Background: an optimization exercise with open tools, aiming at small area. Do not read the settings as production practice. The RTL of this run was laid out without a check of its function. No activity file was given, so power comes from the tool's default toggle rates.

**flow/run.sh**
```bash
#!/bin/bash
# synth_recipe.tcl (not shown) runs the flow's synth.tcl, then flattens the netlist and writes it again
# the make line also repeats each setting of config.mk as NAME=value (left out here)
make -C /OpenROAD-flow-scripts/flow DESIGN_CONFIG=/design/flow/config.mk WORK_HOME=/design/flow/orfs CLKGATE_MAP_FILE= SYNTH_SCRIPT=/design/flow/synth_recipe.tcl finish
```
**flow/constraint.sdc**
```tcl
create_clock -name core_clock -period 5.0 [get_ports {clk}]
set_input_delay 1.0000 -clock core_clock [delete_from_list [all_inputs] [get_ports {clk}]]
set_output_delay 1.0000 -clock core_clock [all_outputs]
set_load 0.01 [all_outputs]
```
**flow/config.mk**
```make
export PLATFORM = sky130hd
export DESIGN_NAME = cacheline
export DESIGN_NICKNAME = cacheline
export VERILOG_FILES = /design/flow/design.v
export SDC_FILE = /design/flow/constraint.sdc
export NUM_CORES = 4
export LEC_CHECK = 0
export CAP_MARGIN = 20
export CORE_MARGIN = 2
export CORE_UTILIZATION = 40
export SLEW_MARGIN = 20
```
**flow/design.v**
```verilog
module cacheline (
    input clk,
    input reset,
    input os_req,
    input [8-1:0] hitmap,
    input user_req,
    input [32-1:0] addr,
    output reg hit
);
    reg [32-1:0] tags [8-1:0];
    reg [8-1:0] metadata;
    reg [8-1:0] valid;
    reg [8-1:0] policy_hitmap;
    wire [8-1:0] nru_mask;
    assign nru_mask[4] = !policy_hitmap[4];
    assign nru_mask[5] = !policy_hitmap[5];
    assign nru_mask[6] = !policy_hitmap[6];
    assign nru_mask[7] = !policy_hitmap[7];
    assign nru_mask[2] = !policy_hitmap[2];
    assign nru_mask[3] = !policy_hitmap[3];
    assign nru_mask[1] = !policy_hitmap[1];
    assign nru_mask[0] = !policy_hitmap[0];
    reg [3-1:0] victim_way;
    reg [3-1:0] hit_way;
    wire [32-1:0] tags_0;
    wire [32-1:0] tags_1;
    wire [32-1:0] tags_2;
    wire [32-1:0] tags_3;
    wire [32-1:0] tags_4;
    wire [32-1:0] tags_5;
    wire [32-1:0] tags_6;
    wire [32-1:0] tags_7;
    assign tags_0 = tags[0];
    assign tags_1 = tags[1];
    assign tags_2 = tags[2];
    assign tags_3 = tags[3];
    assign tags_4 = tags[4];
    assign tags_5 = tags[5];
    assign tags_6 = tags[6];
    assign tags_7 = tags[7];
    task switch_domain;
        input [8-1:0] _hitmap; 
        begin
            policy_hitmap[4] = _hitmap[4];
            policy_hitmap[5] = _hitmap[5];
            policy_hitmap[6] = _hitmap[6];
            policy_hitmap[7] = _hitmap[7];
            policy_hitmap[2] = _hitmap[2];
            policy_hitmap[3] = _hitmap[3];
            policy_hitmap[1] = _hitmap[1];
            policy_hitmap[0] = _hitmap[0];
        end
    endtask
    task flush_cache;
        begin
            if (policy_hitmap[0]) begin
                tags[0] = 0;
                valid[0] = 0;
            end
            if (policy_hitmap[1]) begin
                tags[1] = 0;
                valid[1] = 0;
            end
            if (policy_hitmap[2]) begin
                tags[2] = 0;
                valid[2] = 0;
            end
            if (policy_hitmap[3]) begin
                tags[3] = 0;
                valid[3] = 0;
            end
            if (policy_hitmap[4]) begin
                tags[4] = 0;
                valid[4] = 0;
            end
            if (policy_hitmap[5]) begin
                tags[5] = 0;
                valid[5] = 0;
            end
            if (policy_hitmap[6]) begin
                tags[6] = 0;
                valid[6] = 0;
            end
            if (policy_hitmap[7]) begin
                tags[7] = 0;
                valid[7] = 0;
            end
        end
    endtask
    task update_nru;
        input [3-1:0] hit_ways;
        begin
            if (!nru_mask[hit_ways]) begin
                metadata[hit_ways] = 1;
            end
        end
    endtask
    task find_nru_victim;
        begin
            if (!nru_mask[0] && !metadata[0]) begin
                victim_way = 0;
            end
            else if (!nru_mask[1] && !metadata[1]) begin
                victim_way = 1;
            end
            else if (!nru_mask[2] && !metadata[2]) begin
                victim_way = 2;
            end
            else if (!nru_mask[3] && !metadata[3]) begin
                victim_way = 3;
            end
            else if (!nru_mask[4] && !metadata[4]) begin
                victim_way = 4;
            end
            else if (!nru_mask[5] && !metadata[5]) begin
                victim_way = 5;
            end
            else if (!nru_mask[6] && !metadata[6]) begin
                victim_way = 6;
            end
            else if (!nru_mask[7] && !metadata[7]) begin
                victim_way = 7;
            end else begin
                if (!nru_mask[0]) begin
                    victim_way = 0;
                end else if (!nru_mask[1]) begin
                    victim_way = 1;
                end else if (!nru_mask[2]) begin
                    victim_way = 2;
                end else if (!nru_mask[3]) begin
                    victim_way = 3;
                end else if (!nru_mask[4]) begin
                    victim_way = 4;
                end else if (!nru_mask[5]) begin
                    victim_way = 5;
                end else if (!nru_mask[6]) begin
                    victim_way = 6;
                end else if (!nru_mask[7]) begin
                    victim_way = 7;
                end
            end
            metadata = (nru_mask & metadata);
        end
    endtask
    task check_hit;
        input [32-1:0] _addr;
        begin
            if (valid[0] && tags[0] == _addr && policy_hitmap[0]) begin
                hit = 1;
                hit_way = 0;
            end else if (valid[1] && tags[1] == _addr && policy_hitmap[1]) begin
                hit = 1;
                hit_way = 1;
            end else if (valid[2] && tags[2] == _addr && policy_hitmap[2]) begin
                hit = 1;
                hit_way = 2;
            end else if (valid[3] && tags[3] == _addr && policy_hitmap[3]) begin
                hit = 1;
                hit_way = 3;
            end else if (valid[4] && tags[4] == _addr && policy_hitmap[4]) begin
                hit = 1;
                hit_way = 4;
            end else if (valid[5] && tags[5] == _addr && policy_hitmap[5]) begin
                hit = 1;
                hit_way = 5;
            end else if (valid[6] && tags[6] == _addr && policy_hitmap[6]) begin
                hit = 1;
                hit_way = 6;
            end else if (valid[7] && tags[7] == _addr && policy_hitmap[7]) begin
                hit = 1;
                hit_way = 7;
            end else begin
                hit = 0;
            end
        end
    endtask
    always @(posedge clk) begin
        if (reset) begin
            tags[0] = 0;
            tags[1] = 0;
            tags[2] = 0;
            tags[3] = 0;
            tags[4] = 0;
            tags[5] = 0;
            tags[6] = 0;
            tags[7] = 0;
            metadata = 0;
            valid = 0;
            policy_hitmap = 0;
            victim_way = 0;
            hit_way = 0;
            hit = 0;
        end else if (os_req) begin
            switch_domain(hitmap);
            hit = 0;
        end else if (user_req) begin
            check_hit(addr);
            if (hit) begin
                update_nru(hit_way);
            end else begin
                find_nru_victim();
                update_nru(victim_way);
                tags[victim_way] = addr;
                valid[victim_way] = 1;
            end
        end
    end
endmodule
```
==> notes.md <==
## power breakdown
part	total (µW)	internal [µW]	switching, µW	leakage [µW]
Combinational	1250	518	736	0.00482
Sequential	2570	2450	116	0.00233
Clock	2390	1420	968	0.000528
## worst reg2reg max path: stages, from the launching register on
cell	delay, ps
dfxtp_1	510
nand2b_1	180
a21boi_0	380
o21a_1	230
nand2_1	260
ha_1	310
ha_1	250
nor2_1	290
nand2_1	170
a211oi_4	500
buf_12	300
mux2i_1	250
nor2_1	60
## cell families after synthesis
group           count (synthesis)  synth area share
buf+inv                       157            0.0610
compound gates                127            0.0538
simple gates                  596             0.187
mux                           233             0.156
xor+xnor                      255             0.150
flops                         287             0.385
fa+ha+maj                       9           0.00754
## cells in the mapped netlist (14+ instances only)
library cell,count,share of area
nand2_1,101,0.025
nor3_1,21,0.0070
clkbuf_1,40,0.010
buf_6,19,0.014
xor2_1,220,0.13
nor2_1,276,0.069
buf_4,15,0.0075
a21oi_1,60,0.020
mux2i_1,233,0.16
nor4_1,87,0.036
buf_2,59,0.020
nand2b_1,14,0.0059
nor2b_1,17,0.0071
inv_1,20,0.0050
xnor2_1,35,0.021
nand4_1,28,0.012
dfxtp_1,287,0.38
## sequential cells by signal, indices dropped and copies added (netlist names)
name / count
tags: 256
metadata: 8
policy_hitmap: 8
valid: 8
hit_way: 3
victim_way: 3
hit: 1
## how the worst min path moves through the flow
stage | start | to | slack (ps)
after CTS | tags[0][1] | tags[0][1] | 470
after global placement | valid[3] | valid[3] | 450
final | tags[0][7] | tags[0][7] | 470
after floorplan | valid[6] | valid[6] | 440
after global routing | tags[0][22] | tags[0][22] | 490
after detailed placement | valid[3] | valid[3] | 460
## metal layers
layer / up-vias / global-route usage / part of all wire
li1: 5700 / - / -
met1: 5604 / 0.309 / 0.47
met2: 291 / 0.372 / 0.46
met3: 62 / 0.0260 / 0.049
met4: 0 / 0.0571 / 0.025
met5: - / 0 / 0
## area by class of cell
cell class | instances | area share
clock inverters | 15 | 0.0112
inverters | 21 | 0.00460
clock buffers | 43 | 0.0508
well taps | 468 | 0.0342
flip-flops and latches | 287 | 0.335
repair buffers | 124 | 0.0790
multi-input cells | 1220 | 0.485
## per-stage QoR
stage | util | setup WS [ps] | power (µW) | area [µm²]
global placement | 0.437 | 85.6 | 3840 | 16000
detailed placement | 0.437 | 61.6 | 3860 | 16000
global route | 0.467 | 355 | 6500 | 17100
floorplan | - | 1190 | 3510 | 14900
finish | 0.467 | 582 | 6210 | 17100
CTS | 0.466 | 649 | 6260 | 17100
==> impl_metrics.sql <==
INSERT INTO impl_metrics (metric_group, metric, value, unit) VALUES
('critical_path', 'cp-end-kind', 'flip-flop', ''),
('floorplanning', 'coreArea', '36700', 'µm²'),
('timing', 'worstMarginPinSlew', '685', 'ps'),
('power', 'irDropWorstVdd', '315', 'µV'),
('timing', 'count_of_final_hold_check_violations', '0', ''),
('hold_path', 'holdPathStages', '2', ''),
('floorplanning', 'placement_rows', '70', ''),
('timing', 'max_freq', '226', 'MHz'),
('critical_path', 'timing.critical_path.from', 'addr[24]', ''),
('cts', 'cts_hold_repair.buffers', '0', ''),
('placed_design', 'buffer_ports.inserted', '44', ''),
('finish', 'antenna-diode-count', '0', ''),
('detailed_routing', 'finalWirelength', '43100', 'µm'),
('timing', 'whs', '468', 'ps'),
('finish', 'final-seq-area', '5750', 'µm²'),
('critical_path', 'worst-endpoint-required', '5500', 'ps'),
('grt', 'gr-total-overflow', '0', ''),
('critical_path', 'path_buf_inv', '2', ''),
('cts', 'buffer_count_from_post_cts_setup_fixing', '0', ''),
('critical_path', 'timing.critical_path.slowest_stage_cell', 'clkdlybuf4s50_1', ''),
('cts', 'cts_made_buffers', '31', ''),
('finish', 'layout.nets', '1738', ''),
('logic_synthesis', 'edff_count_synth', '0', ''),
('finish', 'most_frequent_standard_cell_in_the_layout_excluding_fill_and_tap_cells', 'dfxtp_1', ''),
('timing', 'setup_violations', '0', ''),
('placed_design', 'placedCellCount', '2119', ''),
('timing', 'timing.slew.headroom', '0.540', ''),
('cts', 'cts.clk_slew.worst_paths', '60', 'ps'),
('detailed_routing', 'wirelength_per_cell', '19.8', 'µm'),
('critical_path', 'startpoint_type', 'input port', ''),
('logic_synthesis', 'synth_flop_cell', 'dfxtp_1', ''),
('detailed_routing', 'antenna_violating_nets_post_route', '0', ''),
('cts', 'ctsHtreeMaxLevel', '1', ''),
('critical_path', 'crit-reg2reg-launch', 'policy_hitmap[3]', ''),
('timing', 'final_cycle_share', '0.884', ''),
('logic_synthesis', 'synthesis.area', '14900', 'µm²'),
('detailed_routing', 'drtIter0Drc', '852', ''),
('cts', 'clk_latency', '580', 'ps'),
('finish', 'final-instance-count-excl-fill', '2178', ''),
('finish', 'filler_cell_count_in_the_final_layout', '3522', ''),
('timing', 'grt_setup_unrepaired', 'false', ''),
('finish', 'most_used_cells_in_the_layout_excluding_fill_and_tap_cells', 'dfxtp_1 (287), nor2_1 (276), mux2i_1 (233)', ''),
('floorplanning', 'io-pin-count', '45', ''),
('timing', 'finalMaxSlewViolations', '0', ''),
('critical_path', 'worstReg2RegEnd', 'tags[3][28]', ''),
('detailed_routing', 'num_vias', '11657', ''),
('logic_synthesis', 'synth.distinct_cells', '63', ''),
('finish', 'syn2layout_area_growth', '14.7', '%'),
('critical_path', 'critical-path-max-stage-delay', '750', 'ps'),
('cts', 'clk_tree_root_cell', 'clkbuf_16', ''),
('critical_path', 'cell_family_contributing_the_most_delay_on_the_critical_path', 'simple AND/OR/NAND/NOR gates', ''),
('logic_synthesis', 'synthesized_area_per_cell', '8.98', 'µm²'),
('power', 'power.leakage', '0.00768', 'µW'),
('logic_synthesis', 'synth.ff_latch_count', '287', ''),
('power', 'powerDensity', '363', 'nW/µm²'),
('floorplanning', 'die-area', '38900', 'µm²'),
('cts', 'cts_resized', '0', ''),
('status', 'status', 'complete, no violations', ''),
('detailed_routing', 'via_per_inst', '5.35', ''),
('placed_design', 'globalplace.congestion', '0.927', ''),
('critical_path', 'path_depth', '14', ''),
('grt', 'global_route_wire_length_before_repair', '67600', 'µm'),
('critical_path', 'cp.arrival', '4920', 'ps'),
('timing', 'fin_setup_tns', '0', 'ps'),
('critical_path', 'rr_worst_depth', '12', ''),
('critical_path', 'worst_path_cell_chain', 'clkdlybuf4s50_1 -> buf_4 -> xor2_1 -> nor4_1 -> and4_1 -> nand4_1 -> a31oi_1 -> nand2_1 -> a21oi_1 -> nor2_1 -> ha_1 -> nor4_1 -> nand4b_1 -> a21oi_1', ''),
('critical_path', 'timing_worst_setup_path_type', 'input port to flip-flop', ''),
('floorplanning', 'dieHeight', '197', 'µm'),
('critical_path', 'worst-r2r-setup-slack', '1210', 'ps'),
('logic_synthesis', 'synthesis.instances', '1664', ''),
('placed_design', 'dp_hpwl', '30100', 'µm');

[re-timing with driven ports]
How much do the figures lean on ideal ports? The routed layout below was timed once more, with nothing changed but the port constraints. Step 1: set_driving_cell puts a clkbuf_16 on clk and a buf_2 on each other input, an assumption about the parent block. Step 2 moves the port delays by t, midway between the first and last clock arrival at a register: inputs arrive t later, outputs are due t later. That takes back most of the time a late clock gives input paths. Three values: ideal ports, drivers, drivers and shift; two values: the first two.
shift t [ns]: 0.619
slack for setup (ns): 0.582 / 0.607 / -0.011
worst setup path after step 2: input to register
cell pins on the clock port's net: 1
Met with ideal ports but missed after step 2: setup timing in this run. For this run, drivers alone change the setup slack by +0.025 ns; drivers and shift together by -0.593 ns.
